This is an optimization exercise on Yosys and OpenROAD, whose aim is small area, not a production implementation. RTL that was checked went through simulation tests only; none was proved equivalent to the original. Power is estimated from default activity; no workload was simulated.

rev 12:
==> module UART_TX, before the edit <==
module UART_TX (clk, S_tick, tx_start, rst, din, head, tx, tx_done_tick);
    input clk, tx_start, rst;
    input S_tick;
    input [7:0] din, head;
    output reg tx_done_tick;
    output reg tx;
    reg active, same, ready;
    reg [3:0] idx, tick_count;
    wire bit_end = S_tick & (tick_count == 4'd15);
    wire last = (idx == 4'd10);
    reg frame_bit;
    always @ (*) begin
        case (idx)
            4'd0: frame_bit = 1'b0;
            4'd1: frame_bit = din[0];
            4'd2: frame_bit = din[1];
            4'd3: frame_bit = din[2];
            4'd4: frame_bit = din[3];
            4'd5: frame_bit = din[4];
            4'd6: frame_bit = din[5];
            4'd7: frame_bit = din[6];
            4'd8: frame_bit = din[7];
            4'd9: frame_bit = ^din;
            default: frame_bit = 1'b1;
        endcase
    end
    always @ (posedge clk, posedge rst) begin
        if (rst) begin
            active <= 1'b0;
            same <= 1'b0;
            ready <= 1'b0;
            tx <= 1'b1;
            tx_done_tick <= 1'b0;
        end
        else begin
            tx <= active ? frame_bit : 1'b1;
            tx_done_tick <= active & bit_end & last;
            ready <= ~active & same;
            if (~active & tx_start)
                same <= tx_done_tick ? (head == din) : 1'b1;
            if (~active)
                active <= tx_start & ready;
            else if (bit_end & last)
                active <= 1'b0;
        end
    end
    always @ (posedge clk) begin
        if (~active) begin
            tick_count <= 4'd0;
            idx <= 4'd0;
        end
        else if (S_tick) begin
            tick_count <= tick_count + 1'b1;
            if (tick_count == 4'd15)
                idx <= idx + 1'b1;
        end
    end
endmodule
==> module UART_RX, before the edit <==
module UART_RX (clk, S_tick, rst, rx, dout, rx_done_tick, parity_error, frame_error);
    parameter IDLE = 2'b00;
    parameter START = 2'b01;
    parameter SHIFT = 2'b10;
    parameter STOP = 2'b11;
    input clk, rst;
    input S_tick;
    input rx;
    output [7:0] dout;
    output reg rx_done_tick;
    output reg parity_error, frame_error;
    reg [1:0] cs;
    reg [3:0] tick_count, bit_count;
    reg [7:0] data;
    reg par, start_bit;
    assign dout = data;
    wire bit_end = S_tick & (tick_count == 4'd15);
    always @ (posedge clk, posedge rst) begin
        if (rst) begin
            cs <= IDLE;
            rx_done_tick <= 1'b0;
            parity_error <= 1'b0;
            frame_error <= 1'b0;
        end
        else begin
            rx_done_tick <= (cs == STOP) & bit_end;
            parity_error <= (cs == STOP) & par;
            frame_error <= (cs == STOP) & bit_end & (start_bit | ~rx);
            case (cs)
                IDLE:  if (~rx) cs <= START;
                START: if (bit_end) cs <= SHIFT;
                SHIFT: if (bit_end & bit_count[3]) cs <= STOP;
                STOP:  if (bit_end & rx) cs <= IDLE;
            endcase
        end
    end
    always @ (posedge clk) begin
        if (cs == IDLE) begin
            tick_count <= 4'd8;
            bit_count <= 4'd0;
        end
        else if (S_tick)
            tick_count <= tick_count + 1'b1;
        if (bit_end) begin
            if (cs == START) begin
                start_bit <= rx;
                par <= 1'b0;
            end
            if (cs == SHIFT) begin
                par <= par ^ rx;
                bit_count <= bit_count + 1'b1;
                if (~bit_count[3])
                    data <= {rx, data[7:1]};
            end
        end
    end
endmodule
==> flow/config.mk <==
export PLATFORM = sky130hd
export DESIGN_NAME = UART_wrapper
export DESIGN_NICKNAME = UART_wrapper
export VERILOG_FILES = /design/flow/design.v
export SDC_FILE = /design/flow/constraint.sdc
export NUM_CORES = 4
export LEC_CHECK = 0
export CAP_MARGIN = 20
export CORE_MARGIN = 2
export CORE_UTILIZATION = 40
export SLEW_MARGIN = 20
==> flow/constraint.sdc <==
create_clock -name core_clock -period 20.0 [get_ports {clk}]
set_input_delay 4.0000 -clock core_clock [delete_from_list [all_inputs] [get_ports {clk}]]
set_output_delay 4.0000 -clock core_clock [all_outputs]
set_load 0.01 [all_outputs]
standard.sh (not shown) runs the stock make flow with config.mk's settings and CLKGATE_MAP_FILE= SYNTH_SCRIPT=/design/flow/synth_recipe.tcl, a recipe that flattens the netlist after the stock synthesis.
==> flow/flow/run.sh <==
#!/bin/bash
# Own flow: the standard synthesis, then the standard ORFS steps with
#  - cells downsized to their smallest equivalent before placement (flow/downsize.tcl),
#  - port buffers made with buf_1,
#  - a clock tree of small clock buffers without dummy loads.
set -euo pipefail
HERE=$(pwd)
bash standard.sh synth > synth.log 2>&1
export PRE_GLOBAL_PLACE_TCL=$HERE/flow/downsize.tcl
export BUFFER_PORTS_ARGS="-buffer_cell sky130_fd_sc_hd__buf_1"
export CTS_ARGS="-sink_clustering_enable -repair_clock_nets -buf_list {sky130_fd_sc_hd__clkbuf_4 sky130_fd_sc_hd__clkbuf_8} -sink_clustering_size 12 -sink_clustering_max_diameter 60 -dont_use_dummy_load"
bash standard.sh > layout.log 2>&1
==> flow/flow/downsize.tcl <==
# Area recovery before placement: give every cell the smallest-area cell of the same function
# and pins (its drive strength may change; a register stays the same kind of register). Repair
# later in the flow upsizes or buffers again where slew, capacitance or timing need it.
set lib [lindex [get_libs *] 0]
sta::make_equiv_cells $lib
set dont_use_pat {probe|lpflow|clkdlybuf|dlygate|dlymetal|clkbuf|clkinv}
set saved 0.0
set n 0
foreach inst [[ord::get_db_block] getInsts] {
  set master [$inst getMaster]
  if { [$master getType] ne "CORE" } { continue }
  set name [$master getName]
  set cell [get_lib_cells -quiet $name]
  if { $cell eq "" } { continue }
  set best $name
  set best_area [expr { [$master getWidth] * [$master getHeight] }]
  foreach eq [sta::find_equiv_cells $cell] {
    set en [get_name $eq]
    if { [regexp $dont_use_pat $en] } { continue }
    set m [[ord::get_db] findMaster $en]
    if { $m eq "NULL" } { continue }
    set a [expr { [$m getWidth] * [$m getHeight] }]
    if { $a < $best_area } { set best $en; set best_area $a }
  }
  if { $best ne $name } {
    set old [expr { [$master getWidth] * [$master getHeight] }]
    set saved [expr { $saved + $old - $best_area }]
    incr n
    replace_cell [$inst getName] $best
  }
}
set dbu [[ord::get_db_block] getDbUnitsPerMicron]
puts "downsize: $n cells replaced, [expr { $saved / $dbu / $dbu }] um2 saved"
Input-level comparison between rev 13 and rev 12:
--- a/flow/design.v
+++ b/flow/design.v
@@ -46,16 +46,17 @@
 endmodule
 `timescale 1ns / 1ps
 module UART_TX (clk, S_tick, tx_start, rst, din, head, tx, tx_done_tick);
     input clk, tx_start, rst;
     input S_tick;
     input [7:0] din, head;
-    output reg tx_done_tick;
+    output tx_done_tick;
     output reg tx;
-    reg active, same, ready;
+    reg active, same, ready, par;
     reg [3:0] idx, tick_count;
+    assign tx_done_tick = ~active & idx[3];
     wire bit_end = S_tick & (tick_count == 4'd15);
     wire last = (idx == 4'd10);
     reg frame_bit;
     always @ (*) begin
         case (idx)
             4'd0: frame_bit = 1'b0;
@@ -64,27 +65,25 @@
             4'd3: frame_bit = din[2];
             4'd4: frame_bit = din[3];
             4'd5: frame_bit = din[4];
             4'd6: frame_bit = din[5];
             4'd7: frame_bit = din[6];
             4'd8: frame_bit = din[7];
-            4'd9: frame_bit = ^din;
+            4'd9: frame_bit = par;
             default: frame_bit = 1'b1;
         endcase
     end
     always @ (posedge clk, posedge rst) begin
         if (rst) begin
             active <= 1'b0;
             same <= 1'b0;
             ready <= 1'b0;
             tx <= 1'b1;
-            tx_done_tick <= 1'b0;
         end
         else begin
             tx <= active ? frame_bit : 1'b1;
-            tx_done_tick <= active & bit_end & last;
             ready <= ~active & same;
             if (~active & tx_start)
                 same <= tx_done_tick ? (head == din) : 1'b1;
             if (~active)
                 active <= tx_start & ready;
             else if (bit_end & last)
@@ -92,17 +91,21 @@
         end
     end
     always @ (posedge clk) begin
         if (~active) begin
             tick_count <= 4'd0;
             idx <= 4'd0;
+            par <= 1'b0;
         end
         else if (S_tick) begin
             tick_count <= tick_count + 1'b1;
-            if (tick_count == 4'd15)
+            if (tick_count == 4'd15) begin
                 idx <= idx + 1'b1;
+                if (idx != 4'd0 && idx <= 4'd8)
+                    par <= par ^ frame_bit;
+            end
         end
     end
 endmodule
 `timescale 1ns / 1ps
 module UART_RX (clk, S_tick, rst, rx, dout, rx_done_tick, parity_error, frame_error);
     parameter IDLE = 2'b00;
@@ -111,30 +114,30 @@
     parameter STOP = 2'b11;
     input clk, rst;
     input S_tick;
     input rx;
     output [7:0] dout;
     output reg rx_done_tick;
-    output reg parity_error, frame_error;
+    output reg parity_error;
+    output frame_error;
     reg [1:0] cs;
     reg [3:0] tick_count, bit_count;
     reg [7:0] data;
     reg par, start_bit;
     assign dout = data;
     wire bit_end = S_tick & (tick_count == 4'd15);
+    assign frame_error = rx_done_tick & (start_bit | (cs == STOP));
     always @ (posedge clk, posedge rst) begin
         if (rst) begin
             cs <= IDLE;
             rx_done_tick <= 1'b0;
             parity_error <= 1'b0;
-            frame_error <= 1'b0;
         end
         else begin
             rx_done_tick <= (cs == STOP) & bit_end;
             parity_error <= (cs == STOP) & par;
-            frame_error <= (cs == STOP) & bit_end & (start_bit | ~rx);
             case (cs)
                 IDLE:  if (~rx) cs <= START;
                 START: if (bit_end) cs <= SHIFT;
                 SHIFT: if (bit_end & bit_count[3]) cs <= STOP;
                 STOP:  if (bit_end & rx) cs <= IDLE;
             endcase
## What came out
Rev 12 ran to completion and came out clean on the timing, design-rule and antenna checks.
Rev 13 has completed all stages; timing, DRC and antenna checks passed.
Compare rev 12 and rev 13 | synthesized area lower: rev 13
The cell depth of the worst flop-to-flop path reported for rev 13 is smaller than that of rev 12 by 2.
When the final numbers for rev 12 and rev 13 were put side by side, the area enclosed by the die boundary turned out to be greater in rev 12.
Rev 13 vs rev 12, instance count: rev 13 lower
Rev 13 improves on rev 12 in post-route standard cell area excluding fillers.
Row count: rev 13 vs rev 12 down about 1.5%
Row combinational group share of total power: rev 13 lower / rev 12 higher
Share of synthesized cell area in and, or, nand and nor gates is higher on rev 12
Of the two values seen for library cell contributing the largest single delay on the critical path, sky130_fd_sc_hd__buf_4 was produced by rev 12 and sky130_fd_sc_hd__dfxtp_1 by rev 13.
Compared with rev 12, rev 13 shows a mux cell area share after synthesis that is 0.17 points lower.
For rev 12, only the layout was checked, not whether the RTL still works.

afterwards: timing with drivers on the ports:
In the flow no input, the clock included, has a driving cell. The finished layouts below were timed again as built, in two steps.
Step 1 assumes that a clkbuf_16 drives the clock port and a buf_2 every other input.
Step 2 moves the port delays by t, midway between the first and last clock arrival at a register: inputs arrive t later, outputs are due t later. That takes back most of the time a late clock gives input paths.
a / b / c = no drivers / after step 1 / after step 2; a / b = the first two.
run	shift t [ns]	slack for setup (ns)	worst setup path after step 2	pins driven straight from the clock port
rev 12	0.609	13.639 / 13.592 / 13.517	input to register	1
rev 13	0.555	13.715 / 13.673 / 13.907	input to register	1
After both steps every run listed still meets setup and hold. For rev 12, which loses most, drivers alone change the setup slack by -0.047 ns; drivers and shift together by -0.122 ns.
